Context: an optimization exercise on an open-source flow, tuned for small area. The choices shown serve that exercise and are no tape-out recipe. Where RTL was checked, it was by simulation tests only, not by an equivalence proof against the original. Power is estimated from default activity; no workload was simulated.

## FFT_8point_16bit
module FFT_8point_16bit(
    input [15:0] x0,x1,x2,x3,x4,x5,x6,x7,
    input en,clk,rst,
    output [15:0] r7,r6,r5,r4,r3,r2,r1,r0,i7,i6,i5,i4,i3,i2,i1,i0);
Size: ~860 flip-flops.
Settings: LEC_CHECK=0, CAP_MARGIN=20, CORE_MARGIN=2, CORE_UTILIZATION=40, CTS_BUF_LIST=sky130_fd_sc_hd__clkbuf_8, CTS_CLUSTER_DIAMETER=50, CTS_CLUSTER_SIZE=16, SLEW_MARGIN=20, SYNTH_HIERARCHICAL=1; clock period 8.5 ns.
run.sh (not shown) runs the stock make flow with config.mk's settings and CLKGATE_MAP_FILE= SYNTH_SCRIPT=/design/flow/synth_recipe.tcl, a recipe that flattens the netlist after the stock synthesis.
The baseline ran to the end with no violations.
Edit:
==> flow/flow/run.sh (new file) <==
#!/bin/bash
# The standard layout (standard.sh, all ORFS steps), with two changes:
# the port buffers use the smallest buffer cell, and CTS inserts no dummy loads.
set -o pipefail
export BUFFER_PORTS_ARGS="-buffer_cell sky130_fd_sc_hd__buf_1"
export CTS_ARGS="-sink_clustering_enable -repair_clock_nets -buf_list sky130_fd_sc_hd__clkbuf_8 -sink_clustering_size 20 -sink_clustering_max_diameter 50 -dont_use_dummy_load"
bash standard.sh > standard.log 2>&1
==> flow/standard.sh (new file) <==
#!/bin/bash
# synth_recipe.tcl (not shown) runs the flow's synth.tcl, then flattens the netlist and writes it again
# the make line also repeats each setting of config.mk as NAME=value (left out here)
make -C /OpenROAD-flow-scripts/flow DESIGN_CONFIG=/design/flow/config.mk WORK_HOME=/design/flow/orfs CLKGATE_MAP_FILE= SYNTH_SCRIPT=/design/flow/synth_recipe.tcl "${@:-finish}"
- CORE_UTILIZATION: 40 -> 60
- CTS_BUF_LIST: sky130_fd_sc_hd__clkbuf_8 -> unset
- CTS_CLUSTER_DIAMETER: 50 -> unset
- CTS_CLUSTER_SIZE: 16 -> unset
removed: flow/run.sh
What happened:
- fmax came out higher by 4.2%
- synthesized area stays the same
- core utilization came out higher by 17 points
- setup slack improves by 0.33 ns
Edit:
==> flow/run.sh (new file) <==
#!/bin/bash
# synth_recipe.tcl (not shown) runs the flow's synth.tcl, then flattens the netlist and writes it again
# the make line also repeats each setting of config.mk as NAME=value (left out here)
make -C /OpenROAD-flow-scripts/flow DESIGN_CONFIG=/design/flow/config.mk WORK_HOME=/design/flow/orfs CLKGATE_MAP_FILE= SYNTH_SCRIPT=/design/flow/synth_recipe.tcl finish
- CTS_BUF_LIST: unset -> sky130_fd_sc_hd__clkbuf_8
- CTS_CLUSTER_DIAMETER: unset -> 50
- CTS_CLUSTER_SIZE: unset -> 16
removed: flow/flow/run.sh
removed: flow/standard.sh
The changed run produced a clean layout.
Non-clock buffer count came out higher by 27.
Wire length came out higher by a few percent.
Setup slack is worse by 0.42 ns.
Hold slack is better by 0.020 ns.
Die area stays the same.
Maximum frequency came out lower by a few percent.
Edit:
- CORE_UTILIZATION: 60 -> 40
- CTS_CLUSTER_DIAMETER: 50 -> 40
- CTS_CLUSTER_SIZE: 16 -> 20
Effect:
- The new run finished with timing, DRC and antenna clean
- sequential cell count stays the same
- sequential share of layout area went down by 2.3 points
- utilization went down by 21 points
- die area went up by 49%
- worst setup slack gets better by 0.11 ns
- first-iteration DRC count went up by about 7%
- routed wire length went up by 11%
- hold slack is about the same
- cell area went up by 4.7%
- synthesized area does not change
Edit:
- CTS_BUF_LIST: sky130_fd_sc_hd__clkbuf_8 -> unset
- CTS_CLUSTER_DIAMETER: 40 -> unset
- CTS_CLUSTER_SIZE: 20 -> unset
Total power goes up by 4.6%.
Sequential share of layout area goes down by 0.71 points.
Design area goes up by 1.5%.
Synthesized area is unchanged.
Clock skew goes down by 0.024 ns.
First-iteration DRC count goes down by 19%.
Count of clock-buffer cells in the layout goes up by 15.
Global-route usage hardly moves.
Via count goes down by 1.0%.
Edit:
==> flow/flow/run.sh (new file) <==
#!/bin/bash
# The standard layout (standard.sh, all ORFS steps), with two changes:
# the port buffers use the smallest buffer cell, and CTS inserts no dummy loads.
set -o pipefail
export BUFFER_PORTS_ARGS="-buffer_cell sky130_fd_sc_hd__buf_1"
export CTS_ARGS="-sink_clustering_enable -repair_clock_nets -buf_list sky130_fd_sc_hd__clkbuf_8 -sink_clustering_size 16 -sink_clustering_max_diameter 50 -dont_use_dummy_load"
bash standard.sh > standard.log 2>&1
==> flow/standard.sh (new file) <==
#!/bin/bash
# synth_recipe.tcl (not shown) runs the flow's synth.tcl, then flattens the netlist and writes it again
# the make line also repeats each setting of config.mk as NAME=value (left out here)
make -C /OpenROAD-flow-scripts/flow DESIGN_CONFIG=/design/flow/config.mk WORK_HOME=/design/flow/orfs CLKGATE_MAP_FILE= SYNTH_SCRIPT=/design/flow/synth_recipe.tcl "${@:-finish}"
- CTS_BUF_LIST: unset -> sky130_fd_sc_hd__clkbuf_8
- CTS_CLUSTER_DIAMETER: unset -> 50
- CTS_CLUSTER_SIZE: unset -> 16
removed: flow/run.sh
Effect: Routed wire length fell slightly; design area is lower by roughly a tenth; synthesized cell count is unchanged; register-to-register slack is worse by 0.12 ns; flip-flop and latch count stays the same; die area does not change; power came out lower by roughly a tenth; core utilization is lower by 5.6 points; worst setup slack gains 0.39 ns; sequential share of layout area went up by 6.1 points; clock skew is higher by 0.062 ns.

---

FFT_8point_16bit, a different RTL version from the one above (not shown whole).
Size: ~2000 cells after synthesis, about 30000 um2 of cells after synthesis.
==> flow/config.mk <==
export PLATFORM = sky130hd
export DESIGN_NAME = FFT_8point_16bit
export DESIGN_NICKNAME = FFT_8point_16bit
export VERILOG_FILES = /design/flow/design.v
export SDC_FILE = /design/flow/constraint.sdc
export NUM_CORES = 4
export LEC_CHECK = 0
export CAP_MARGIN = 20
export CORE_MARGIN = 2
export CORE_UTILIZATION = 80
export SLEW_MARGIN = 20
export SYNTH_HIERARCHICAL = 1
==> flow/constraint.sdc <==
create_clock -name core_clock -period 8.5 [get_ports {clk}]
set_input_delay 1.7000 -clock core_clock [delete_from_list [all_inputs] [get_ports {clk}]]
set_output_delay 1.7000 -clock core_clock [all_outputs]
set_load 0.01 [all_outputs]
standard.sh (not shown) runs the stock make flow with config.mk's settings and CLKGATE_MAP_FILE= SYNTH_SCRIPT=/design/flow/synth_recipe.tcl, a recipe that flattens the netlist after the stock synthesis.
==> flow/flow/run.sh <==
#!/bin/bash
# The standard layout (standard.sh, all ORFS steps), with three changes:
# the port buffers use the smallest buffer cell, and CTS inserts no dummy loads, and one tie cell drives all constant outputs.
set -o pipefail
export BUFFER_PORTS_ARGS="-buffer_cell sky130_fd_sc_hd__buf_1"
export SKIP_REPAIR_TIE_FANOUT=1
export CTS_ARGS="-sink_clustering_enable -repair_clock_nets -buf_list sky130_fd_sc_hd__clkbuf_8 -sink_clustering_size 20 -sink_clustering_max_diameter 50 -dont_use_dummy_load"
bash standard.sh > standard.log 2>&1
==> next run, changes <==
==> flow/flow/run.sh (replaced) <==
#!/bin/bash
# The standard layout (standard.sh, all ORFS steps), with two changes:
# the port buffers use the smallest buffer cell, and CTS inserts no dummy loads.
set -o pipefail
export BUFFER_PORTS_ARGS="-buffer_cell sky130_fd_sc_hd__buf_1"
export CTS_ARGS="-sink_clustering_enable -repair_clock_nets -buf_list sky130_fd_sc_hd__clkbuf_8 -sink_clustering_size 20 -sink_clustering_max_diameter 50 -dont_use_dummy_load"
bash standard.sh > standard.log 2>&1
- cell area is higher by 0.43%
- total power is lower by 1.1%
- synthesized area stays the same
- wire length is lower by 3.0%
- combinational power is lower by about 3%
- first-iteration DRC count is lower by 7.2%
- clock skew is higher by 0.019 ns
- final cell count is higher by 1.1%
- global-route usage is lower by 0.80 points
Function was not checked in any run of this note: the RTL went through the layout flow alone.

---

Another version of the RTL of FFT_8point_16bit (not shown whole).
Size in the first run: about 2100 cells after synthesis, ~860 flip-flops, roughly 390 I/O pins, ~0.030 sq mm of cells after synthesis.
==> flow/design.v (excerpt) <==
module FFT_8point_16bit(
    input [15:0] x0,x1,x2,x3,x4,x5,x6,x7,
    input en,clk,rst,
    output [15:0] r7,r6,r5,r4,r3,r2,r1,r0,i7,i6,i5,i4,i3,i2,i1,i0);
Settings: LEC_CHECK=0, CAP_MARGIN=20, CORE_MARGIN=2, CORE_UTILIZATION=80, SLEW_MARGIN=20, SYNTH_HIERARCHICAL=1; clock period 8.5 ns.
==> flow/flow/run.sh <==
#!/bin/bash
# The standard layout (standard.sh, all ORFS steps), with three changes:
# the port buffers use the smallest buffer cell, and CTS inserts no dummy loads, and one tie cell drives all constant outputs.
set -o pipefail
export BUFFER_PORTS_ARGS="-buffer_cell sky130_fd_sc_hd__buf_1"
export SKIP_REPAIR_TIE_FANOUT=1
export CTS_ARGS="-sink_clustering_enable -repair_clock_nets -buf_list sky130_fd_sc_hd__clkbuf_8 -sink_clustering_size 24 -sink_clustering_max_diameter 40 -dont_use_dummy_load"
bash standard.sh > standard.log 2>&1
Edit:
==> flow/flow/run.sh (replaced) <==
#!/bin/bash
# The standard layout (standard.sh, all ORFS steps), with three changes:
# the port buffers use the smallest buffer cell, and CTS inserts no dummy loads, and one tie cell drives all constant outputs.
set -o pipefail
export BUFFER_PORTS_ARGS="-buffer_cell sky130_fd_sc_hd__buf_1"
export SKIP_REPAIR_TIE_FANOUT=1
export CTS_ARGS="-sink_clustering_enable -repair_clock_nets -buf_list sky130_fd_sc_hd__clkbuf_16 -sink_clustering_size 30 -sink_clustering_max_diameter 50 -dont_use_dummy_load"
bash standard.sh > standard.log 2>&1
After rerunning:
- total power came out higher by 5.8%
- clock power came out higher by 21%
- synthesized cell count stays the same
- global-route usage came out higher by 2.5 points
- setup slack got worse by 0.44 ns
- cell area came out higher by 1.1%
- count of clock-buffer cells in the layout came out lower by 15
- combinational power came out higher by 7.3%
Edit:
==> flow/flow/run.sh (replaced) <==
#!/bin/bash
# The standard layout (standard.sh, all ORFS steps), with three changes:
# the port buffers use the smallest buffer cell, and CTS inserts no dummy loads, and one tie cell drives all constant outputs.
set -o pipefail
export BUFFER_PORTS_ARGS="-buffer_cell sky130_fd_sc_hd__buf_1"
export SKIP_REPAIR_TIE_FANOUT=1
export CTS_ARGS="-sink_clustering_enable -repair_clock_nets -buf_list sky130_fd_sc_hd__clkbuf_4 -sink_clustering_size 10 -sink_clustering_max_diameter 40 -dont_use_dummy_load"
bash standard.sh > standard.log 2>&1
Effect: Die area is unchanged; synthesized cell count does not change; setup slack improved by 0.51 ns; power drops by 6.5%; register-to-register slack improved by 0.09 ns; global-route usage is lower by 2.7 points; utilization falls by 1.1 points; cell area is lower by 1.3%.

## re-timing with driven ports
The flow's constraints put no driver on any port. The routed layouts listed below were extracted and timed again, unchanged, in two steps.
Step 1 (the two cells are an assumption about what drives the block):
set clk [get_ports {clk}]
set_driving_cell -lib_cell sky130_fd_sc_hd__clkbuf_16 $clk
set_driving_cell -lib_cell sky130_fd_sc_hd__buf_2 [delete_from_list [all_inputs] $clk]
Step 2 also shifts input and output timing later by t, the mid clock arrival at the registers, as if the neighbouring blocks saw the same clock.
Three values: ideal, step 1, step 2; two values: the first two.
run	t, ns	setup slack, ns	latest minus earliest clock arrival (ns)	worst data-port slew with drivers (ns)	pins driven straight from the clock port
the first run of note 1	0.714	0.287 / 0.319 / -0.395	0.036 / 0.037	0.15	1
the second run of note 1	0.702	0.622 / 0.649 / -0.053	0.075 / 0.075	0.09	1
the third run of note 1	0.682	0.202 / 0.234 / -0.448	0.036 / 0.035	0.10	1
the fourth run of note 1	0.735	0.311 / 0.323 / -0.392	0.061 / 0.060	0.15	1
the fifth run of note 1	0.678	0.228 / 0.268 / -0.410	0.020 / 0.020	0.14	1
the sixth run of note 1	0.698	0.620 / 0.655 / -0.043	0.104 / 0.104	0.15	1
the first run of note 2	0.667	0.087 / 0.033 / -0.167	0.061 / 0.061	0.11	1
the second run of note 2	0.658	0.190 / 0.140 / -0.085	0.061 / 0.061	0.11	1
the first run of note 3	0.698	0.613 / 0.645 / -0.053	0.092 / 0.092	0.12	1
the second run of note 3	0.613	0.177 / 0.209 / -0.404	0.056 / 0.056	0.11	1
the third run of note 3	0.794	0.687 / 0.634 / -0.028	0.090 / 0.090	0.13	1
With both steps, setup timing fails in every run listed, where it was met with ideal ports. The setup slack of the third run of note 3, which loses most, moves by -0.053 ns with the drivers and by -0.715 ns with both steps.
